What follows belongs to an exercise in optimizing a design on an open flow for small area and a short achievable clock period; a production flow would make more cautious choices. Where RTL was checked, it was by simulation tests only, not by an equivalence proof against the original. Power figures rest on the tool's default switching activity, not on a simulated workload.

trial 36:
==> flow/design.v (excerpt) <==
module entropy_encode_dc_coefficients(
	input clk,
	input reset_n,
	input in_valid,
	input in_first,
	input [15:0] DcCoeff,
	output out_valid,
	output [31:0] codeword,
	output [5:0] codeword_length
);
For scale: roughly 620 cells after synthesis, ~59 I/O pins.
clock: 5.0 ns
lec_check: 0
abc_area: 1
cap_margin: 20
core_margin: 2
core_utilization: 40
setup_slack_margin: 3.0
slew_margin: 20
standard.sh (not shown) runs the stock make flow with config.mk's settings and CLKGATE_MAP_FILE= SYNTH_SCRIPT=/design/flow/synth_recipe.tcl, a recipe that flattens the netlist after the stock synthesis.
==> flow/flow/run.sh <==
#!/bin/bash
# The standard layout, except that the input and output ports are buffered
# with plain buffers instead of the delay buffers buffer_ports picks by default.
# make's full output goes to make.log in the work folder; ORFS keeps each tool's
# log under orfs/logs/.
set -euo pipefail
cd "$(dirname "$0")/.."
bash standard.sh "BUFFER_PORTS_ARGS=-buffer_cell sky130_fd_sc_hd__buf_2" finish > make.log 2>&1
Relative to trial 36, the following input files were edited for trial 4:
==> flow/run.sh (new file) <==
#!/bin/bash
# synth_recipe.tcl (not shown) runs the flow's synth.tcl, then flattens the netlist and writes it again
# the make line also repeats each setting of config.mk as NAME=value (left out here)
make -C /OpenROAD-flow-scripts/flow DESIGN_CONFIG=/design/flow/config.mk WORK_HOME=/design/flow/orfs CLKGATE_MAP_FILE= SYNTH_SCRIPT=/design/flow/synth_recipe.tcl finish
diff --git a/flow/config.mk b/flow/config.mk
--- a/flow/config.mk
+++ b/flow/config.mk
@@ -11,3 +11,2 @@
 export CORE_UTILIZATION = 40
-export SETUP_SLACK_MARGIN = 3.0
 export SLEW_MARGIN = 20
removed: flow/flow/run.sh
removed: flow/standard.sh
Findings:
The critical path endpoint comes out m2[15]$_DFF_P_ in one run and m2[11]$_DFF_P_ in the other, namely in trial 4 and trial 36 respectively. From trial 36 to trial 4 the numbers moved as follows: number of global-route vias before repair decreased about 12%, setup slack after layout decreased 0.98 ns, via-per-instance ratio decreased about 4%. Part of the cycle the worst path needs: lower on trial 36.
Function was not checked in any run of this note: the RTL went through the layout flow alone.

========
Setup of lane 1:
Another version of the RTL of entropy_encode_dc_coefficients (not shown whole).
Size in the first run: about 710 cells after synthesis, roughly 82 flip-flops, ~4600 um2 of cells after synthesis.
Settings: LEC_CHECK=0, ABC_AREA=1, CAP_MARGIN=20, CORE_MARGIN=2, CORE_UTILIZATION=40, SETUP_SLACK_MARGIN=2.3, SLEW_MARGIN=20; clock period 5.0 ns.
==> flow/flow/run.sh <==
#!/bin/bash
# The standard layout with two changes:
#  - the input and output ports are buffered with plain buffers instead of
#    the delay buffers buffer_ports picks by default;
#  - synthesis leaves adders to ABC instead of mapping them to full/half-adder
#    cells first (ADDER_MAP_FILE empty); registers are unchanged.
# make's full output goes to make.log in the work folder; ORFS keeps each
# tool's log under orfs/logs/.
set -euo pipefail
cd "$(dirname "$0")/.."
bash standard.sh "BUFFER_PORTS_ARGS=-buffer_cell sky130_fd_sc_hd__buf_2" "ADDER_MAP_FILE=" finish > make.log 2>&1
Lane 1 finished end to end and its layout was clean on timing, DRC and antenna.
## Diff of input files: lane 2 against lane 1
Settings: SETUP_SLACK_MARGIN now 2.7, was 2.3.
Results
All of lane 1 and lane 2 finish clean. Lane 2 has number of search-and-repair iterations in the first detailed-routing pass above what lane 1 had. Taking lane 1 over lane 2, the fmax ratio works out to 0.887. Compared with lane 1, in lane 2 total internal power climbed about 0.46%; share of total power in combinational logic went up by 0.6 points; number of synthesized flops with an enable pin stayed essentially flat; total power consumption of the routed design now sits higher. Cmp lane 1 and lane 2 / least setup slack across all paths after layout / higher: lane 2. Compared lane 1 against lane 2; pin count of the biggest net entering global routing within noise. Final cycle utilization of the critical path came out lower on lane 2 than on lane 1.
diff inputs: lane 2 => lane 3
Settings: SETUP_SLACK_MARGIN changed from 2.7 to 3.3.
Results
Per the comparison of lane 3 with lane 2, number of gates resized after cts has increased; number of ordinary and repair buffers in the finished layout +56; transition time of the tightest slew-check pin saw a decrease; total non-filler cell area in the finished layout saw an increase.
Against lane 2 as the reference, lane 3 delivers a higher non-clock buffer contribution to total cell area.
Here is what was changed in the inputs of lane 4 compared with lane 3.
Settings: SETUP_SLACK_MARGIN: 3.3 -> 3.0.
==> flow/flow/run.sh <==
#!/bin/bash
# The standard layout, except that the input and output ports are buffered
# with plain buffers instead of the delay buffers buffer_ports picks by default.
# make's full output goes to make.log in the work folder; ORFS keeps each tool's
# log under orfs/logs/.
set -euo pipefail
cd "$(dirname "$0")/.."
bash standard.sh "BUFFER_PORTS_ARGS=-buffer_cell sky130_fd_sc_hd__buf_2" finish > make.log 2>&1
[summary]
- Going from lane 3 to lane 4, routed wire length shrank by 4.4%, standby leakage power saw a decrease.
- Of lane 4 and lane 3, lane 4 shows the higher final critical-path required period, with lane 3 below it.
- As far as clock buffer instance count of the final layout goes, lane 3 and lane 4 are indistinguishable; the numbers are identical.
- Lane 4 against lane 3: clock network power share rose 0.9 points, cell area after synthesis rose about 3.6%, overall power after layout fell 3.9%, global-route wire length before repair rose about 0.9%, combined flip-flop and latch cell area fell 21 um2.
- The mean cell area of the mapped netlist of lane 4 exceeds that of lane 3 by about 8%.
- Synthesized cell count is higher on lane 3

## re-timing with driven ports
No port has a modelled driver above. Below, the same layouts with a new extraction and two added sets of constraints. Step 1: set_driving_cell puts a clkbuf_16 on clk and a buf_2 on each other input, an assumption about the parent block. Step 2 moves the port delays by t, midway between the first and last clock arrival at a register: inputs arrive t later, outputs are due t later. That takes back most of the time a late clock gives input paths. a / b / c = no drivers / after step 1 / after step 2; a / b = the first two.
| run | shift t [ns] | setup slack, ns | worst hold slack (ns) | worst register clock-pin slew, ns | cell pins on the clock port's net |
|---|---|---|---|---|---|
| trial 36 | 0.379 | 2.003 / 2.009 / 1.630 | 0.490 / 0.490 / 0.490 | 0.06 / 0.06 | 1 |
| trial 4 | 0.374 | 1.027 / 1.045 / 0.671 | 0.467 / 0.467 / 0.467 | 0.05 / 0.05 | 1 |
| lane 1 | 0.384 | 2.660 / 2.660 / 2.660 | 0.364 / 0.364 / 0.364 | 0.07 / 0.07 | 1 |
| lane 2 | 0.383 | 2.925 / 2.925 / 2.726 | 0.361 / 0.361 / 0.361 | 0.07 / 0.07 | 1 |
| lane 3 | 0.384 | 3.082 / 3.082 / 2.907 | 0.343 / 0.343 / 0.343 | 0.06 / 0.06 | 1 |
| lane 4 | 0.374 | 2.926 / 2.926 / 2.850 | 0.355 / 0.355 / 0.355 | 0.06 / 0.06 | 1 |
After both steps every run listed still meets setup and hold. The setup slack of trial 36, which loses most, moves by +0.006 ns with the drivers and by -0.373 ns with both steps.
